This is an optimization exercise on Yosys and OpenROAD, whose aim is small area and a short achievable clock period, not a production implementation. Function was checked by simulation only, so behaviour that the tests miss may differ from the original. Power and IR drop assume default switching activity.

==> flow/design.v (excerpt) <==
module divider_top (
    input  wire        clk,
    input  wire [31:0] dividend,
    input  wire [31:0] divisor,
    output reg  [31:0] quotient,
    output reg  [31:0] remainder
);
    reg  [31:0] dividend_q, divisor_q;
    wire [31:0] quotient_d, remainder_d;
    signed_divider #(.WIDTH(32)) u_div (
        .dividend (dividend_q),
        .divisor  (divisor_q),
        .quotient (quotient_d),
        .remainder(remainder_d)
    );
    always @(posedge clk) begin
        dividend_q <= dividend;
        divisor_q  <= divisor;
        quotient   <= quotient_d;
        remainder  <= remainder_d;
    end
endmodule
Size in the first run: ~8000 cells after synthesis, about 130 flip-flops, ~130 I/O pins, about 45000 sq um of cells after synthesis.
clock: 140.0 ns
lec_check: 0
abc_area: 1
cap_margin: 20
core_margin: 2
core_utilization: 40
slew_margin: 20
standard.sh (not shown) runs the stock make flow with config.mk's settings and CLKGATE_MAP_FILE= SYNTH_SCRIPT=/design/flow/synth_recipe.tcl, a recipe that flattens the netlist after the stock synthesis.
==> flow/flow/run.sh <==
#!/bin/bash
# The standard layout (standard.sh), with ORFS's repair_timing steps asked to
# leave a setup margin of 99 ns and limited to resizing gates (no buffering,
# cloning, buffer removal or pin swaps), so the netlist's structure stays that of
# the standard synthesis; clock period, constraints and every other step are unchanged.
set -euo pipefail
bash standard.sh SETUP_SLACK_MARGIN=99 SETUP_MOVE_SEQUENCE=sizeup SKIP_GATE_CLONING=1 \
  SKIP_BUFFER_REMOVAL=1 SKIP_PIN_SWAP=1 finish > standard_make.log 2>&1
Next try:
==> flow/run.sh (new file) <==
#!/bin/bash
# synth_recipe.tcl (not shown) runs the flow's synth.tcl, then flattens the netlist and writes it again
# the make line also repeats each setting of config.mk as NAME=value (left out here)
make -C /OpenROAD-flow-scripts/flow DESIGN_CONFIG=/design/flow/config.mk WORK_HOME=/design/flow/orfs CLKGATE_MAP_FILE= SYNTH_SCRIPT=/design/flow/synth_recipe.tcl finish
removed: flow/flow/run.sh
removed: flow/standard.sh
Result: Routed wire length goes down by a few percent; cell area fell by a little under a tenth; die area is unchanged; area after synthesis stays the same; count of clock-buffer cells in the layout is unchanged; sequential power is about the same; clock power barely changes.
Next try:
==> flow/flow/run.sh (new file) <==
#!/bin/bash
# The standard layout (standard.sh), with ORFS's repair_timing steps asked to
# leave a setup margin of 97 ns and limited to resizing gates and inserting buffers
# (no gate cloning, buffer removal or pin swaps); clock period, constraints and
# every other step are unchanged.
set -euo pipefail
bash standard.sh SETUP_SLACK_MARGIN=97 SETUP_MOVE_SEQUENCE=sizeup,buffer SKIP_GATE_CLONING=1 \
  SKIP_BUFFER_REMOVAL=1 SKIP_PIN_SWAP=1 finish > standard_make.log 2>&1
==> flow/standard.sh (new file) <==
#!/bin/bash
# synth_recipe.tcl (not shown) runs the flow's synth.tcl, then flattens the netlist and writes it again
# the make line also repeats each setting of config.mk as NAME=value (left out here)
make -C /OpenROAD-flow-scripts/flow DESIGN_CONFIG=/design/flow/config.mk WORK_HOME=/design/flow/orfs CLKGATE_MAP_FILE= SYNTH_SCRIPT=/design/flow/synth_recipe.tcl "${@:-finish}"
removed: flow/run.sh
Effect:
- The changed run went through all stages and came out clean
- sequential power hardly moves
- cell area is higher by 21%
- total power is higher by 18%
- cell count is higher by 4.8%
- wire length is higher by 6.7%
- global-route usage is higher by 0.30 points
- clock-buffer cell count stays the same
- worst setup slack improves by 6.0 ns
- area after synthesis stays the same
Next try:
==> flow/run.sh (new file) <==
#!/bin/bash
# synth_recipe.tcl (not shown) runs the flow's synth.tcl, then flattens the netlist and writes it again
# the make line also repeats each setting of config.mk as NAME=value (left out here)
make -C /OpenROAD-flow-scripts/flow DESIGN_CONFIG=/design/flow/config.mk WORK_HOME=/design/flow/orfs CLKGATE_MAP_FILE= SYNTH_SCRIPT=/design/flow/synth_recipe.tcl finish
- CAP_MARGIN: 20 -> 50
- SLEW_MARGIN: 20 -> 50
removed: flow/flow/run.sh
removed: flow/standard.sh
The changed run went through all stages and came out clean.
Wire length falls by a few percent.
Clock skew is about the same.
Area after synthesis stays the same.
Total power falls by about a fifth.

==> separate check: timing with driven ports <==
How much do the figures lean on ideal ports? The routed layouts below were timed once more, with nothing changed but the port constraints. Step 1 (the two cells are an assumption about what drives the block):
set clk [get_ports {clk}]
set_driving_cell -lib_cell sky130_fd_sc_hd__clkbuf_16 $clk
set_driving_cell -lib_cell sky130_fd_sc_hd__buf_2 [delete_from_list [all_inputs] $clk]
Step 2, shift: input delay + t, output delay - t, t = (earliest + latest rising clock arrival at the registers) / 2. This alone moves slack from input paths to output paths. a / b / c = ideal / step 1 / step 2; a / b = the first two.
run | shift t [ns] | slack for setup (ns) | latest minus earliest clock arrival (ns) | slew at the worst register clock pin (ns)
the first run | 0.607 | 95.832 / 95.832 / 95.832 | 0.033 / 0.033 | 0.10 / 0.10
the second run | 0.604 | 91.242 / 91.242 / 91.242 | 0.031 / 0.032 | 0.10 / 0.10
the third run | 0.607 | 97.216 / 97.216 / 97.216 | 0.031 / 0.031 | 0.09 / 0.09
the fourth run | 0.599 | 92.321 / 92.321 / 92.321 | 0.029 / 0.029 | 0.09 / 0.09
After both steps every run listed still meets setup and hold.
